This design comes from an exercise in tuning for small area and a short achievable clock period on the open sky130 flow, not from production work. The RTL was checked by simulation tests, not by an equivalence proof against the original design. Power figures rest on the tool's default switching activity, not on a simulated workload.

Setup of job 8179:
==> flow/design.v <==
module ELM_log(
    input  [12:0] a,
    output [3:0]  k,
    output [4:0]  f
    );
    wire [12:0] above;    
    wire [12:0] lead;     
    assign above[12] = 1'b0;
    genvar i, j;
    generate
        for (i = 11; i >= 0; i = i - 1) begin : g_above
            assign above[i] = |a[12:i+1];
        end
        for (i = 0; i < 13; i = i + 1) begin : g_lead
            assign lead[i] = a[i] & ~above[i];
        end
    endgenerate
    assign k[0] = lead[1] | lead[3] | lead[5] | lead[7] | lead[9] | lead[11];
    assign k[1] = lead[2] | lead[3] | lead[6] | lead[7] | lead[10] | lead[11];
    assign k[2] = lead[4] | lead[5] | lead[6] | lead[7] | lead[12];
    assign k[3] = lead[8] | lead[9] | lead[10] | lead[11] | lead[12];
    generate
        for (j = 0; j < 5; j = j + 1) begin : g_f
            wire [12:0] t;
            for (i = 0; i < 13; i = i + 1) begin : g_t
                if (i - 1 - j >= 0) begin : g_on
                    assign t[i] = lead[i] & a[i-1-j];
                end else begin : g_off
                    assign t[i] = 1'b0;
                end
            end
            assign f[4-j] = |t;
        end
    endgenerate
endmodule
module ELM_add #(parameter W = 18) (
    input  [W-1:0] a,
    input  [W-1:0] b,
    input          ci,
    output [W-1:0] s
    );
    wire [W-1:0] p0 = a ^ b;
    wire [W-1:0] g0 = a & b;
    wire [W-1:0] g [0:5];
    wire [W-1:0] p [0:5];
    assign g[0] = {g0[W-1:1], g0[0] | (p0[0] & ci)};
    assign p[0] = p0;
    genvar l, i;
    generate
        for (l = 0; l < 5; l = l + 1) begin : g_lvl
            for (i = 0; i < W; i = i + 1) begin : g_bit
                if (i >= (1 << l)) begin : g_op
                    assign g[l+1][i] = g[l][i] | (p[l][i] & g[l][i-(1<<l)]);
                    assign p[l+1][i] = p[l][i] & p[l][i-(1<<l)];
                end else begin : g_pass
                    assign g[l+1][i] = g[l][i];
                    assign p[l+1][i] = p[l][i];
                end
            end
        end
    endgenerate
    assign s = p0 ^ {g[5][W-2:0], ci};
endmodule
module ELM_front(
    input  [15:0] x,
    input  [15:0] y,
    output [17:0] h,       
    output        yneg,    
    output [4:0]  ksum,    
    output [5:0]  m,       
    output        sn       
    );
    wire xone = x[14] ^ x[13];
    wire xtwo = ~xone & (x[15] ^ x[14]);
    wire xneg = x[15] & (xone | xtwo);
    wire [17:0] ys = {y[15], y[15], y};
    wire [17:0] pp2 = (({18{xone}} & ys) | ({18{xtwo}} & {ys[16:0], 1'b0})) ^ {18{xneg}};
    wire yone = y[14] ^ y[13];
    wire ytwo = ~yone & (y[15] ^ y[14]);
    assign yneg = y[15] & (yone | ytwo);
    wire [17:0] xs = {{4{x[13]}}, x[13:0]};
    wire [17:0] pp1 = (({18{yone}} & xs) | ({18{ytwo}} & {xs[16:0], 1'b0})) ^ {18{yneg}};
    ELM_add #(18) add_h(.a(pp2), .b(pp1), .ci(xneg), .s(h));
    wire [12:0] ax = x[12:0] ^ {13{x[13]}};
    wire [12:0] ay = y[12:0] ^ {13{y[13]}};
    wire [3:0] kx, ky;
    wire [4:0] fx, fy;
    ELM_log log_x(.a(ax), .k(kx), .f(fx));
    ELM_log log_y(.a(ay), .k(ky), .f(fy));
    wire nz = (x[13] | (|x[7:0])) & (y[13] | (|y[7:0]));
    wire [4:0] kk = kx + ky;
    assign ksum = kk | {5{~nz}};
    assign sn = nz & (x[13] ^ y[13]);
    assign m = fx + fy;
endmodule
module ELM_back(
    input  [17:0] h,
    input         yneg,
    input  [4:0]  ksum,
    input  [5:0]  m,
    input         sn,
    output [31:0] p
    );
    wire [6:0] w = m[5] ? {1'b1, m[4:0], 1'b0} : {1'b0, 1'b1, m[4:0]};
    wire [24:0] oh;
    genvar i, j;
    generate
        for (i = 0; i < 25; i = i + 1) begin : g_oh
            assign oh[i] = (ksum == i);
        end
    endgenerate
    wire [27:0] a;
    generate
        for (j = 0; j < 28; j = j + 1) begin : g_a
            wire [6:0] t;
            for (i = 0; i < 7; i = i + 1) begin : g_t
                if (j + 5 - i >= 0 && j + 5 - i <= 24) begin : g_on
                    assign t[i] = w[i] & oh[j+5-i];
                end else begin : g_off
                    assign t[i] = 1'b0;
                end
            end
            assign a[j] = |t;
        end
    endgenerate
    wire [27:0] pp0 = a ^ {28{sn}};
    assign p[13:0] = pp0[13:0] - yneg;
    wire c14 = yneg & (|pp0[13:0]);
    ELM_add #(18) add_p(.a(h), .b({{4{sn}}, pp0[27:14]}), .ci(c14), .s(p[31:14]));
endmodule
module ELM_Mitchw6(
    input [15:0] x,
    input [15:0] y,
    output [31:0] p
    );
    wire [17:0] h;
    wire yneg, sn;
    wire [4:0] ksum;
    wire [5:0] m;
    ELM_front front(.x(x), .y(y), .h(h), .yneg(yneg), .ksum(ksum), .m(m), .sn(sn));
    ELM_back back(.h(h), .yneg(yneg), .ksum(ksum), .m(m), .sn(sn), .p(p));
endmodule
module mult_top(
    input clk,
    input  [15:0] x,
    input  [15:0] y,
    output reg [31:0] p_out
    );
    wire [17:0] h_d;
    wire yneg_d, sn_d;
    wire [4:0] ksum_d;
    wire [5:0] m_d;
    ELM_front front(.x(x), .y(y), .h(h_d), .yneg(yneg_d), .ksum(ksum_d),
                    .m(m_d), .sn(sn_d));
    reg [17:0] h_q;
    reg yneg_q, sn_q;
    reg [4:0] ksum_q;
    reg [5:0] m_q;
    wire [31:0] P_vec;
    ELM_back back(.h(h_q), .yneg(yneg_q), .ksum(ksum_q), .m(m_q),
                  .sn(sn_q), .p(P_vec));
    always @(posedge clk)
    begin
        h_q <= h_d;
        yneg_q <= yneg_d;
        ksum_q <= ksum_d;
        m_q <= m_d;
        sn_q <= sn_d;
        p_out <= P_vec;
    end
endmodule
==> flow/config.mk <==
export PLATFORM = sky130hd
export DESIGN_NAME = mult_top
export DESIGN_NICKNAME = mult_top
export VERILOG_FILES = /design/flow/design.v
export SDC_FILE = /design/flow/constraint.sdc
export NUM_CORES = 4
export LEC_CHECK = 0
export ABC_AREA = 1
export CAP_MARGIN = 20
export CORE_MARGIN = 2
export CORE_UTILIZATION = 40
export SLEW_MARGIN = 20
==> flow/constraint.sdc <==
create_clock -name core_clock -period 7.0 [get_ports {clk}]
set_input_delay 1.4000 -clock core_clock [delete_from_list [all_inputs] [get_ports {clk}]]
set_output_delay 1.4000 -clock core_clock [all_outputs]
set_load 0.01 [all_outputs]
standard.sh (not shown) runs the stock make flow with config.mk's settings and CLKGATE_MAP_FILE= SYNTH_SCRIPT=/design/flow/synth_recipe.tcl, a recipe that flattens the netlist after the stock synthesis.
==> flow/flow/run.sh <==
#!/bin/bash
# Standard layout, with the port buffers made from the smallest buffer cell.
cp standard.sh standard_copy.sh.txt
export BUFFER_PORTS_ARGS="-buffer_cell sky130_fd_sc_hd__buf_1"
bash standard.sh > standard.log 2>&1
Looking at the reports, job 8179 completed the entire flow and the layout it produced met the timing, design-rule and antenna checks.
What job 2428 does differently from job 8179 at the input level:
==> flow/run.sh (new file) <==
#!/bin/bash
# synth_recipe.tcl (not shown) runs the flow's synth.tcl, then flattens the netlist and writes it again
# the make line also repeats each setting of config.mk as NAME=value (left out here)
make -C /OpenROAD-flow-scripts/flow DESIGN_CONFIG=/design/flow/config.mk WORK_HOME=/design/flow/orfs CLKGATE_MAP_FILE= SYNTH_SCRIPT=/design/flow/synth_recipe.tcl finish
removed: flow/flow/run.sh
removed: flow/standard.sh
Results
Re number of post-CTS setup repair buffers: no difference whatsoever between job 2428 and job 8179. Worst setup slack deteriorates in job 2428 relative to job 8179. Of the two values seen for start point of the critical path, y[13] was produced by job 2428 and m_q[5]$_DFF_P_ by job 8179. Compared with job 8179, job 2428 is the more power-hungry design. Looking at timing endpoint of the critical path, the p_out[30]$_DFF_P_ result is from job 8179; the m_q[4]$_DFF_P_ one comes from job 2428. Via count, job 8179 and job 2428: lower on job 8179. Route | job 2428 vs job 8179 | wire longer in job 2428. Delta (job 2428 minus job 8179): mean number of vias per cell increased by 0.35% relative to the old numbers, final design instance area without fill increased by 5.0% relative to the old numbers, clock-buffer cell count closely matched the old numbers.
Modified inputs, job 7961 compared to job 2428
==> flow/flow/run.sh (new file) <==
#!/bin/bash
# Standard layout, with two changes passed to the ORFS make run:
#  - no full/half adder cell extraction in synthesis (ABC maps the adders),
#  - port buffers made from the smallest buffer cell.
export ADDER_MAP_FILE=
export BUFFER_PORTS_ARGS="-buffer_cell sky130_fd_sc_hd__buf_1"
bash standard.sh > standard.log 2>&1
==> flow/standard.sh (new file) <==
#!/bin/bash
# synth_recipe.tcl (not shown) runs the flow's synth.tcl, then flattens the netlist and writes it again
# the make line also repeats each setting of config.mk as NAME=value (left out here)
make -C /OpenROAD-flow-scripts/flow DESIGN_CONFIG=/design/flow/config.mk WORK_HOME=/design/flow/orfs CLKGATE_MAP_FILE= SYNTH_SCRIPT=/design/flow/synth_recipe.tcl "${@:-finish}"
removed: flow/run.sh
Notes after the runs:
Looking at the reports, job 7961 completed the entire flow and the layout it produced met the timing, design-rule and antenna checks. Side by side, cell area turned out lower in job 7961 than in job 2428. Flip-flop and latch share of the layout cell area for job 7961: 0.63 points up relative to job 2428. Against job 2428, job 7961 reports a number of unique standard cell types used by synthesis that is lower.
Edits applied to the flow inputs when going from job 7961 to job 3992:
Settings: SETUP_SLACK_MARGIN: unset -> 3.0.
### Flow results
- On global routing usage on met2, job 7961 and job 3992 are basically level.
- Final worst-path setup slack was lower in job 7961 than in job 3992.
- Job 3992 -> job 7961: number of cells on the worst hold path delta 0, exact match
- Delta (job 3992 minus job 7961): number of cells traversed by the worst register-to-register path went down; power consumption did not really move; area after synthesis did not really move.
- Routed wire in job 3992 totals more than in job 7961.
- Comparing job 7961 with job 3992, the number of fill cells came out essentially unchanged.
diff inputs: job 3992 => job 4381
Settings: changing SETUP_SLACK_MARGIN from 3.0 to 3.8.
### Flow results
Re sum of met3 wire segment lengths after detailed routing: job 4381 and job 3992 aren't equal, and the higher value belongs to job 3992. From job 3992 to job 4381 the numbers moved as follows: non-filler instance count after layout climbed 53, total power climbed 9.8%, final layout net count climbed 53. Compared with job 3992, in job 4381 met2 routed wirelength saw an increase; synthesized area divided by synthesized cell count saw little to no change.

what the ideal ports hide:
The results above use ideal ports. As a check the final layouts listed here were re-extracted and re-timed, cells and wires unchanged. Step 1 sets driving cells, clkbuf_16 on the clock port and buf_2 on the other inputs (assumed; they add their load-dependent delay and slew). Step 2 moves the port delays by t, midway between the first and last clock arrival at a register: inputs arrive t later, outputs are due t later. That takes back most of the time a late clock gives input paths. Three values: no drivers, after step 1, after step 2; two values: the first two.
| run | t (ns) | setup WS [ns] | hold slack, ns | clock arrival spread, ns | worst slew at a driven data input, ns |
|---|---|---|---|---|---|
| job 8179 | 0.374 | 2.434 / 2.434 / 2.382 | 0.551 / 0.551 / 0.551 | 0.006 / 0.005 | 0.04 |
| job 2428 | 0.372 | 2.305 / 2.322 / 1.949 | 0.554 / 0.554 / 0.554 | 0.007 / 0.007 | 0.04 |
| job 7961 | 0.372 | 2.976 / 2.994 / 2.622 | 0.561 / 0.561 / 0.561 | 0.007 / 0.007 | 0.04 |
| job 3992 | 0.372 | 3.344 / 3.364 / 2.991 | 0.567 / 0.567 / 0.567 | 0.007 / 0.007 | 0.04 |
| job 4381 | 0.379 | 3.732 / 3.677 / 3.298 | 0.570 / 0.570 / 0.570 | 0.007 / 0.008 | 0.10 |
After both steps setup and hold are still met in every run listed. For job 4381, which loses most, drivers alone change the setup slack by -0.055 ns; drivers and shift together by -0.434 ns.
